From an optimization exercise on the open Yosys and OpenROAD flow, aimed at small area, a short achievable clock period and few clock cycles; shortcuts taken in it are not production practice. The RTL was checked by simulation tests, not by an equivalence proof against the original design. No activity file was given, so power comes from the tool's default toggle rates.

// RV32Core
module RV32Core(
    input  wire        CPU_CLK,
    input  wire        CPU_RST,
    output wire [31:0] IMEM_Addr,
    input  wire [31:0] IMEM_RData,
    output wire [31:0] DMEM_Addr,
    output wire [31:0] DMEM_WData,
    output wire [3:0]  DMEM_WE,
    input  wire [31:0] DMEM_RData
    );
Size in the first run: ~7300 cells after synthesis, ~1300 flip-flops, about 170 I/O pins, roughly 65000 µm² of cells after synthesis.
==> flow/config.mk <==
export PLATFORM = sky130hd
export DESIGN_NAME = RV32Core
export DESIGN_NICKNAME = RV32Core
export VERILOG_FILES = /design/flow/design.v
export SDC_FILE = /design/flow/constraint.sdc
export NUM_CORES = 4
export LEC_CHECK = 0
export CAP_MARGIN = 20
export CORE_MARGIN = 2
export CORE_UTILIZATION = 50
export SLEW_MARGIN = 20
==> flow/constraint.sdc <==
create_clock -name core_clock -period 10.0 [get_ports {CPU_CLK}]
set_input_delay 2.0000 -clock core_clock [delete_from_list [all_inputs] [get_ports {CPU_CLK}]]
set_output_delay 2.0000 -clock core_clock [all_outputs]
set_load 0.01 [all_outputs]
standard.sh (not shown) runs the stock make flow with config.mk's settings and CLKGATE_MAP_FILE= SYNTH_SCRIPT=/design/flow/synth_recipe.tcl, a recipe that flattens the netlist after the stock synthesis.
==> flow/flow/run.sh <==
#!/bin/bash
# The standard layout (standard.sh: standard synthesis and ORFS flow) with:
#  - ABC area-oriented mapping (timing repair then works on the critical paths),
#  - sky130_fd_sc_hd__buf_4 as the port buffer (the default pick is a slow
#    delay cell that footprint-matched resizing cannot swap out),
#  - CTS with clkbuf_8 buffers and without dummy loads.
# The make output goes to flow_make.log; ORFS writes each step's log under orfs/logs.
set -uo pipefail
bash standard.sh \
  SETUP_SLACK_MARGIN=6.5 \
  ABC_AREA=1 \
  TNS_END_PERCENT=100 \
  CORE_UTILIZATION=50 \
  "BUFFER_PORTS_ARGS=-buffer_cell sky130_fd_sc_hd__buf_4" \
  "CTS_ARGS=-sink_clustering_enable -repair_clock_nets -dont_use_dummy_load -buf_list sky130_fd_sc_hd__clkbuf_8" \
  finish > flow_make.log 2>&1
Testbench counts at the start, summed over its fixed seeds: cycles 14,759.
Rerun with:
--- a/flow/design.v
+++ b/flow/design.v
@@ -11,25 +11,25 @@
     );
     wire clk = CPU_CLK;
     wire rst = CPU_RST;
     reg  [13:2] pc;                  
     reg         f_v;                 
     reg         r_ff;                
     reg  [13:2] d_pc;                
     wire [31:0] d_ir = IMEM_RData;
     wire        d_v  = f_v & ~r_ff;
     reg  [31:0] e_a, e_b, e_c;       
     reg  [2:0]  e_fa, e_fb, e_fc;    
     reg  [4:0]  e_rd;
-    reg         e_wen, e_ld, e_st, e_jalr;
+    reg         e_wen, e_ld, e_st, e_jalr, e_auipc;
     reg         e_br, e_beqne, e_binv;   
     reg         e_csgn;                  
     reg         e_sub, e_sra;
     reg         e_sadd, e_sslt, e_sxor, e_sor, e_sand, e_ssll, e_ssr, e_sc;
     reg  [2:0]  e_f3;
     reg  [31:0] m_res;
     reg  [31:0] m_wdata;
     reg  [3:0]  m_we;
     reg  [4:0]  m_rd;
     reg         m_wen, m_ld;
     reg  [2:0]  m_f3;
     reg  [31:0] w_res;
@@ -55,25 +55,27 @@
     wire [4:0] d_rs2   = d_ir[24:20];
     wire       d_alu   = d_opi | d_opr;
     wire d_use1 = d_jalr | d_br | d_ld | d_st | d_alu;
     wire d_use2 = d_br | d_st | d_opr;
     wire d_wen  = (d_lui | d_auipc | d_jal | d_jalr | d_ld | d_alu) & (d_rd != 5'd0);
     wire [31:0] imm_i = {{20{d_ir[31]}}, d_ir[31:20]};
     wire [31:0] imm_s = {{20{d_ir[31]}}, d_ir[31:25], d_ir[11:7]};
     wire [31:0] imm_u = {d_ir[31:12], 12'b0};
     wire [31:2] imm_b = {{19{d_ir[31]}}, d_ir[31], d_ir[7], d_ir[30:25], d_ir[11:9]};
     wire [31:2] imm_j = {{11{d_ir[31]}}, d_ir[31], d_ir[19:12], d_ir[20], d_ir[30:22]};
     wire [13:2] tgt_b  = d_pc + imm_b[13:2];
     wire [13:2] tgt_j  = d_pc + imm_j[13:2];
-    wire [13:2] d_tgt  = d_jal ? tgt_j : tgt_b;
+    wire [13:2] tgt_ai = e_a[13:2] + {e_b[13:12], 10'b0} + imm_i[13:2];
+    wire        d_fuse;
+    wire [13:2] d_tgt  = d_fuse ? tgt_ai : d_jal ? tgt_j : tgt_b;
     wire [14:2] d_link = {1'b0, d_pc} + 13'd1;
     wire [31:0] wb_data;
     reg  [31:0] rd1, rd2;
     integer ri;
     always @(*) begin
         rd1 = 32'b0;
         rd2 = 32'b0;
         for (ri = 1; ri < 32; ri = ri + 1) begin
             rd1 = rd1 | ({32{d_rs1 == ri}} & rf[ri]);
             rd2 = rd2 | ({32{d_rs2 == ri}} & rf[ri]);
         end
     end
@@ -132,51 +134,53 @@
     wire [31:0] st_data = (e_f3[1:0] == 2'b00) ? {4{C[7:0]}} :
                           (e_f3[1:0] == 2'b01) ? {2{C[15:0]}} : C;
     wire [31:0] R = DMEM_RData;
     wire        ld_sgn = (w_g7 & R[7]) | (w_g15 & R[15]) | (w_g23 & R[23]) | (w_g31 & R[31]);
     assign wb_data[7:0]   = ({8{w_s00}} & R[7:0]) | ({8{w_s01}} & R[15:8]) |
                             ({8{w_s02}} & R[23:16]) | ({8{w_s03}} & R[31:24]) |
                             ({8{w_alu}} & w_res[7:0]);
     assign wb_data[15:8]  = ({8{w_s11}} & R[15:8]) | ({8{w_s13}} & R[31:24]) |
                             {8{w_f1 & ld_sgn}} | ({8{w_alu}} & w_res[15:8]);
     assign wb_data[31:16] = ({16{w_sw}} & R[31:16]) | {16{w_f23 & ld_sgn}} |
                             ({16{w_alu}} & w_res[31:16]);
     wire d_go    = d_v & ~hold;
-    wire redir_d = d_go & (d_jal | d_bpred);
+    assign d_fuse  = d_jalr & e_auipc & e_hit1;
+    wire redir_d = d_go & (d_jal | d_bpred | d_fuse);
     always @(posedge clk or posedge rst) begin
         if (rst) begin
             pc    <= 12'b0;
             f_v   <= 1'b0;
             r_ff  <= 1'b0;
         end else begin
             f_v   <= ~(redir_d | hold);
             r_ff  <= redir_e;
             if (redir_e)      pc <= tgt_e;
             else if (hold)    pc <= d_pc;
             else if (redir_d) pc <= d_tgt;
             else              pc <= pc + 12'd1;
         end
     end
     always @(posedge clk) begin
         d_pc <= pc;
     end
     always @(posedge clk or posedge rst) begin
         if (rst) begin
-            e_wen <= 1'b0; e_ld <= 1'b0; e_st <= 1'b0; e_jalr <= 1'b0;
+            e_wen <= 1'b0; e_ld <= 1'b0; e_st <= 1'b0; e_jalr <= 1'b0; e_auipc <= 1'b0;
             e_br <= 1'b0;
         end else begin
             e_wen  <= d_go & d_wen;
             e_ld   <= d_go & d_ld;
             e_st   <= d_go & d_st;
-            e_jalr <= d_go & d_jalr;
+            e_jalr <= d_go & d_jalr & ~d_fuse;
+            e_auipc <= d_go & d_auipc;
             e_br   <= d_go & d_br;
         end
     end
     always @(posedge clk) begin
         e_a   <= a_val;
         e_b   <= b_val;
         e_c   <= c_val;
         e_fa  <= (d_use1 & ~d_lui & ~d_auipc) ? fs1 : 3'b001;
         e_fb  <= (d_opr | d_br) ? fs2 : 3'b001;
         e_fc  <= d_st ? fs2 : 3'b001;
         e_rd  <= d_rd;
         e_f3  <= d_f3;
Power went up by 1.3%.
Combinational power went up by 7.3%.
Flip-flop and latch count went up by 1.
Final area went up by 1.5%.
Sequential share of layout area went down by 0.71 points.
Clock skew went down by 0.036 ns.
Testbench counts after the change, summed over its fixed seeds: cycles 14,593.

static timing again, ports no longer ideal:
How much do the figures lean on ideal ports? The routed layouts below were timed once more, with nothing changed but the port constraints.
Step 1: set_driving_cell puts a clkbuf_16 on CPU_CLK and a buf_2 on each other input, an assumption about the parent block.
Step 2 times the ports against the registers' clock, not the clock port: input delays grow and output delays shrink by t, the midpoint of the rising clock arrivals with the driver on.
a / b / c = no drivers / after step 1 / after step 2; a / b = the first two.
| run | t, ns | setup WS [ns] | worst slew at a driven data input, ns | cell pins on the clock port's net |
|---|---|---|---|---|
| the first run | 1.001 | 6.304 / 6.293 / 5.292 | 0.23 | 1 |
| the second run | 1.009 | 6.294 / 6.219 / 5.210 | 0.30 | 1 |
After both steps setup and hold are still met in every run listed. The setup slack of the second run, which loses most, moves by -0.075 ns with the drivers and by -1.084 ns with both steps.
